From an optimization exercise on the open Yosys and OpenROAD flow, aimed at small area, a short achievable clock period and few clock cycles per item; shortcuts taken in it are not production practice. Only simulation tests tie the RTL to the original design; equivalence was not proved.

## violet
## chacha20
module chacha20(input wire clock,
                input wire reset,  
                input wire start,
                input  wire [255:0] key,
                input  wire [63:0] index,  
                input  wire [63:0] nonce,
                output reg done,
                output wire [511:0] out);
    function automatic [31:0] LE32(input [31:0] a);
        LE32 = {a[7:0], a[15:8], a[23:16], a[31:24]};
    endfunction
function automatic [31:0] ADD(input [31:0] a, input [31:0] b);
    reg [31:0] p, g, pp, gg, c;
    begin
    p = a ^ b; g = a & b; pp = p; gg = g;
    gg[31] = gg[31] | (pp[31] & gg[30]); pp[31] = pp[31] & pp[30];
    gg[29] = gg[29] | (pp[29] & gg[28]); pp[29] = pp[29] & pp[28];
    gg[27] = gg[27] | (pp[27] & gg[26]); pp[27] = pp[27] & pp[26];
    gg[25] = gg[25] | (pp[25] & gg[24]); pp[25] = pp[25] & pp[24];
    gg[23] = gg[23] | (pp[23] & gg[22]); pp[23] = pp[23] & pp[22];
    gg[21] = gg[21] | (pp[21] & gg[20]); pp[21] = pp[21] & pp[20];
    gg[19] = gg[19] | (pp[19] & gg[18]); pp[19] = pp[19] & pp[18];
    gg[17] = gg[17] | (pp[17] & gg[16]); pp[17] = pp[17] & pp[16];
    gg[15] = gg[15] | (pp[15] & gg[14]); pp[15] = pp[15] & pp[14];
    gg[13] = gg[13] | (pp[13] & gg[12]); pp[13] = pp[13] & pp[12];
    gg[11] = gg[11] | (pp[11] & gg[10]); pp[11] = pp[11] & pp[10];
    gg[9] = gg[9] | (pp[9] & gg[8]); pp[9] = pp[9] & pp[8];
    gg[7] = gg[7] | (pp[7] & gg[6]); pp[7] = pp[7] & pp[6];
    gg[5] = gg[5] | (pp[5] & gg[4]); pp[5] = pp[5] & pp[4];
    gg[3] = gg[3] | (pp[3] & gg[2]); pp[3] = pp[3] & pp[2];
    gg[1] = gg[1] | (pp[1] & gg[0]); pp[1] = pp[1] & pp[0];
    gg[31] = gg[31] | (pp[31] & gg[29]); pp[31] = pp[31] & pp[29];
    gg[30] = gg[30] | (pp[30] & gg[29]); pp[30] = pp[30] & pp[29];
    gg[27] = gg[27] | (pp[27] & gg[25]); pp[27] = pp[27] & pp[25];
    gg[26] = gg[26] | (pp[26] & gg[25]); pp[26] = pp[26] & pp[25];
    gg[23] = gg[23] | (pp[23] & gg[21]); pp[23] = pp[23] & pp[21];
    gg[22] = gg[22] | (pp[22] & gg[21]); pp[22] = pp[22] & pp[21];
    gg[19] = gg[19] | (pp[19] & gg[17]); pp[19] = pp[19] & pp[17];
  ...
clock: 14.0 ns
lec_check: 0
cap_margin: 10
core_margin: 2
core_utilization: 35
cts_cluster_diameter: 60
cts_cluster_size: 30
place_density: 0.7
setup_slack_margin: 2.5
slew_margin: 10
standard.sh (not shown) runs the stock make flow with config.mk's settings and CLKGATE_MAP_FILE= SYNTH_SCRIPT=/design/flow/synth_recipe.tcl, a recipe that flattens the netlist after the stock synthesis.
==> flow/flow/run.sh <==
#!/bin/bash
# The standard layout, with the port buffers made from the smallest buffer cell.
set -euo pipefail
export BUFFER_PORTS_ARGS="-buffer_cell sky130_fd_sc_hd__buf_1"
bash standard.sh > standard_flow.log 2>&1
Testbench counts of violet, summed over its fixed seeds: cycles 5,376, blocks 256.
What quartz does differently from violet at the input level:
==> flow/flow/run.sh <==
#!/bin/bash
# The standard layout, with the port buffers made from the smallest buffer cell,
# and power recovery (downsizing of gates off the critical paths) after global routing.
set -euo pipefail
export BUFFER_PORTS_ARGS="-buffer_cell sky130_fd_sc_hd__buf_1"
export RECOVER_POWER=100
bash standard.sh > standard_flow.log 2>&1
-- flow/config.mk --
<<< violet, line 10
export CORE_UTILIZATION = 35
export CTS_CLUSTER_DIAMETER = 60
export CTS_CLUSTER_SIZE = 30
export PLACE_DENSITY = 0.7
export SETUP_SLACK_MARGIN = 2.5
export SLEW_MARGIN = 10
>>> quartz, line 10
export CORE_UTILIZATION = 35
export CTS_CLUSTER_DIAMETER = 80
export CTS_CLUSTER_SIZE = 30
export SETUP_SLACK_MARGIN = 2
export SLEW_MARGIN = 10
==> run notes <==
- quartz vs violet — overall track demand over capacity in global routing dropped 0.19 points.
- quartz vs violet — via count dropped slightly
- The clock skew of quartz is higher than that of violet.
- Of quartz and violet, only violet finishes the flow clean.
- quartz: all stages done; final checks FAILED (capacitance limit, slew limit).
- Per the comparison of quartz with violet, routability congestion estimate from global placement moved up, worst reg-to-reg path cell count moved up, largest net degree at the start of global routing moved down.
- quartz ended up with a lower area added between synthesis and finish than violet did.
The following lists how indigo was set up differently from quartz:
==> flow/flow/run.sh <==
#!/bin/bash
# The standard layout, with the port buffers made from the smallest buffer cell.
set -euo pipefail
export BUFFER_PORTS_ARGS="-buffer_cell sky130_fd_sc_hd__buf_1"
bash standard.sh > standard_flow.log 2>&1
==> flow/config.mk <==
export PLATFORM = sky130hd
export DESIGN_NAME = chacha20
export DESIGN_NICKNAME = chacha20
export VERILOG_FILES = /design/flow/design.v
export SDC_FILE = /design/flow/constraint.sdc
export NUM_CORES = 8
export LEC_CHECK = 0
export CAP_MARGIN = 30
export CORE_MARGIN = 2
export CORE_UTILIZATION = 35
export SETUP_SLACK_MARGIN = 2
export SLEW_MARGIN = 20
==> run notes <==
- Apart from quartz, each of indigo and quartz ends the flow with a layout that passes the timing, design-rule and antenna checks.
- For worst-case hold slack, quartz and indigo come out practically identical.
- Re final critical-path share of the clock period: indigo is 6.7 points down on quartz.
- For the buffering stage count on the worst path with inverters included, indigo came in 2 lower than quartz did.
- Changes observed in indigo relative to quartz: core utilization now larger, detailed-placement wirelength estimate comparable, met3 routing resource usage after global routing has increased, clock skew shrank by 11 ps.
- On routed wire length, indigo and quartz are neck and neck.

* * *

north:
chacha20, a different RTL version from the one above (not shown whole).
For scale: ~6200 cells after synthesis, roughly 520 flip-flops, about 900 I/O pins, roughly 51000 um^2 of cells after synthesis.
export LEC_CHECK = 0
export CAP_MARGIN = 15
export CORE_MARGIN = 2
export CORE_UTILIZATION = 35
export GPL_ROUTABILITY_DRIVEN = 0
export SETUP_SLACK_MARGIN = 2
export SLEW_MARGIN = 15
create_clock -name core_clock -period 14.0 [get_ports {clock}]
==> flow/flow/run.sh <==
#!/bin/bash
# The standard layout, with three changes: the port buffers are the smallest
# buffer cell; after global placement each output port's buffer is moved next
# to the flip-flop that drives it, so the long wire to the pin hangs on the
# buffer and not on the flip-flop; and the clock tree has no dummy loads.
set -euo pipefail
export BUFFER_PORTS_ARGS="-buffer_cell sky130_fd_sc_hd__buf_1"
export CTS_ARGS="-sink_clustering_enable -repair_clock_nets -sink_clustering_size 30 -sink_clustering_max_diameter 80 -dont_use_dummy_load"
R=orfs/results/$FLOW_PLATFORM/chacha20/base
bash standard.sh "$PWD/$R/3_3_place_gp.odb" > standard_flow_place.log 2>&1
openroad -no_init -exit flow/move_obufs.tcl > move_obufs.log 2>&1
bash standard.sh > standard_flow.log 2>&1
==> flow/flow/move_obufs.tcl <==
# Move each output port buffer onto the flip-flop that drives it; detailed
# placement legalizes the positions later.
set odb orfs/results/$::env(FLOW_PLATFORM)/chacha20/base/3_3_place_gp.odb
read_db $odb
set block [ord::get_db_block]
set moved 0
foreach inst [$block getInsts] {
  if {![string match "output*" [$inst getName]]} continue
  set a [$inst findITerm A]
  if {$a eq "NULL"} continue
  set net [$a getNet]
  set drv ""
  foreach it [$net getITerms] { if {[$it isOutputSignal]} { set drv [$it getInst] } }
  if {$drv eq ""} continue
  lassign [$drv getLocation] x y
  $inst setLocation $x $y
  incr moved
}
puts "moved $moved output buffers"
write_db $odb
north: done, clean on timing, DRC and antenna
Testbench counts of north, summed over its fixed seeds: cycles 5,376, blocks 256.
diff inputs: north => south
- CORE_UTILIZATION: 35 -> 40
- SETUP_SLACK_MARGIN: 2 -> 2.5
### Flow results
- Status for south and north: clean finish in north only
- [compare] base=north new=south: number of buffer and inverter instances along the worst setup path went up 3; routed wire length moved down; length of the first detailed-routing pass in iterations now sits higher.
Input-level comparison between east and south:
- a change of CORE_UTILIZATION from 40 to 35
- a deleted GPL_ROUTABILITY_DRIVEN that had been 0
- a change of SETUP_SLACK_MARGIN from 2.5 to 2.25
## What came out
Among south and east, a clean, completed layout was produced by east alone.
[east] met3 track demand over resource fell 11 points relative to south
east against south: worst-margin pin slew decreased 0.66 ns; final instance area increased 0.96%; first-iteration DRC count decreased 1182.
Looking at horizontal die dimension across south and east, the one that comes out lower is south.
east vs south: die footprint up in east
--- input diff east..west ---
- SETUP_SLACK_MARGIN changed from 2.25 to 2.5
- GPL_ROUTABILITY_DRIVEN newly set to 0
[summary]
Setup slack in west is larger than in east.
For east, the capturing element of the worst setup path was y[7][11], unlike west, where it was y[5][11].
[diff] routed wire length, west relative to east: improvement
Sort west and east by global-route wire length before repair, ascending, and west comes first.

* * *

Setup of job 812:
chacha20 again, from the RTL that the note above started with.
export LEC_CHECK = 0
export CAP_MARGIN = 15
export CORE_MARGIN = 2
export CORE_UTILIZATION = 35
export GPL_ROUTABILITY_DRIVEN = 0
export SETUP_SLACK_MARGIN = 2.25
export SLEW_MARGIN = 15
create_clock -name core_clock -period 14.0 [get_ports {clock}]
Scripts as last shown in full above: flow/flow/run.sh, flow/flow/move_obufs.tcl
Testbench counts of job 812, summed over its fixed seeds: cycles 5,376, blocks 256.
The following lists how job 4137 was set up differently from job 812:
Settings: SETUP_SLACK_MARGIN now 2.5, was 2.25; CORE_UTILIZATION now 30, was 35.
--- outcome ---
- Run comparison: job 4137 capturing element of the worst setup path y[4][9]; job 812 capturing element of the worst setup path y[7][2]
- Delta (job 4137 minus job 812): area growth from synthesis to layout increased by 4.5 points relative to the old numbers; area used by multi-input combinational logic increased by 2.3% relative to the old numbers.
Input changes introduced in job 8038 (baseline for comparison: job 4137):
Settings: a change of SLEW_MARGIN from 15 to 20; a change of CORE_UTILIZATION from 30 to 35.
--- outcome ---
Going from job 4137 to job 8038, multi-input combinational cell area decreased by 0.93% relative to the old numbers; sequential share of layout area increased by 0.37 points relative to the old numbers; count of multi-input combinational gates closely matched the old numbers. A cell type of the slowest stage on the worst timing path of sky130_fd_sc_hd__xor2_1 is what job 8038 shows, while sky130_fd_sc_hd__xor2_4 belongs to job 4137. Of job 8038 and job 4137, it is job 8038 that has the higher core utilization. Diff job 4137 -> job 8038 | worst setup margin | increase of 0.16 ns. | total wire length | job 8038 vs job 4137 | 5.4% lower |.
Relative to job 8038, the following input files were edited for job 4038:
Settings: PLACE_DENSITY now 0.7, previously not set; SLEW_MARGIN now 15, was 20.
### Flow results
- Job 4038 ran to completion and came out clean on the timing, design-rule and antenna checks.
- In the reports for job 4038 and job 8038, the smaller routed wire length belongs to job 8038.
- Summary: with job 8038 as the reference, post-CTS setup-driven buffer insertion count in job 4038 moved up by more than a quarter.
- In terms of storage element area, job 8038 and job 4038 differ only marginally.
- Going from job 8038 to job 4038, portion of the layout cell area used by clock cells has decreased, met3 usage saw an increase, depth of the critical timing path with buffers and inverters included increased 8.9%.
- Job 4038 ended up with y[6][5] as its startpoint of the worst setup timing path; job 8038 ended up with y[5][11].
- Average wire length per cell after detail routing: job 4038 and job 8038 compared, higher one is job 4038
Changes in job 4737 relative to job 4038:
Settings: setting MIN_ROUTING_LAYER to met2 for the first time; removing PLACE_DENSITY (formerly 0.7).
==> comparison <==
Job 4737 did not finish: a tool error stopped it during global routing (5_1_grt).
Number of primary I/O pins: job 4737 vs job 4038 identical
Post-placement worst setup slack (job 4737 over job 4038): decrease, 1.16 ns
Job 4038 -> job 4737: area after synthesis delta 0, exact match
Going from job 4038 to job 4737, setup fix buffers added after clock tree synthesis down about 12%, instance area at placement climbed about 0.7%.

separate check: timing with driven ports:
The results above use ideal ports. As a check the final layouts listed here were re-extracted and re-timed, cells and wires unchanged. Step 1: set_driving_cell puts a clkbuf_16 on clock and a buf_2 on each other input, an assumption about the parent block. Step 2 moves the port delays by t, midway between the first and last clock arrival at a register: inputs arrive t later, outputs are due t later. That takes back most of the time a late clock gives input paths. Three values: ideal, step 1, step 2; two values: the first two.
run | t (ns) | slack for setup (ns) | hold WS [ns] | slew at the worst register clock pin (ns) | worst data-port slew with drivers (ns)
violet | 0.809 | 2.622 / 2.622 / 2.622 | 0.584 / 0.584 / 0.584 | 0.08 / 0.08 | 0.21
quartz | 0.800 | 1.226 / 1.226 / 1.001 | 0.578 / 0.578 / 0.578 | 0.09 / 0.09 | 0.26
indigo | 0.782 | 2.165 / 2.165 / 2.165 | 0.578 / 0.578 / 0.578 | 0.07 / 0.07 | 0.28
north | 0.765 | 2.068 / 2.068 / 2.068 | 0.587 / 0.587 / 0.587 | 0.11 / 0.11 | 0.26
south | 0.780 | 2.329 / 2.329 / 2.329 | 0.585 / 0.585 / 0.585 | 0.10 / 0.10 | 0.24
east | 0.800 | 2.446 / 2.446 / 2.446 | 0.597 / 0.597 / 0.597 | 0.10 / 0.10 | 0.27
west | 0.759 | 2.549 / 2.549 / 2.549 | 0.592 / 0.592 / 0.592 | 0.11 / 0.11 | 0.27
job 812 | 0.750 | 2.299 / 2.299 / 2.299 | 0.589 / 0.589 / 0.589 | 0.11 / 0.11 | 0.24
job 4137 | 0.770 | 2.229 / 2.229 / 2.229 | 0.594 / 0.594 / 0.594 | 0.11 / 0.11 | 0.42
job 8038 | 0.779 | 2.391 / 2.391 / 2.391 | 0.587 / 0.587 / 0.587 | 0.11 / 0.11 | 0.26
job 4038 | 0.761 | 1.955 / 1.955 / 1.955 | 0.584 / 0.584 / 0.584 | 0.12 / 0.12 | 0.29
The setup slack of quartz, which loses most, moves by 0.000 ns with the drivers and by -0.225 ns with both steps.
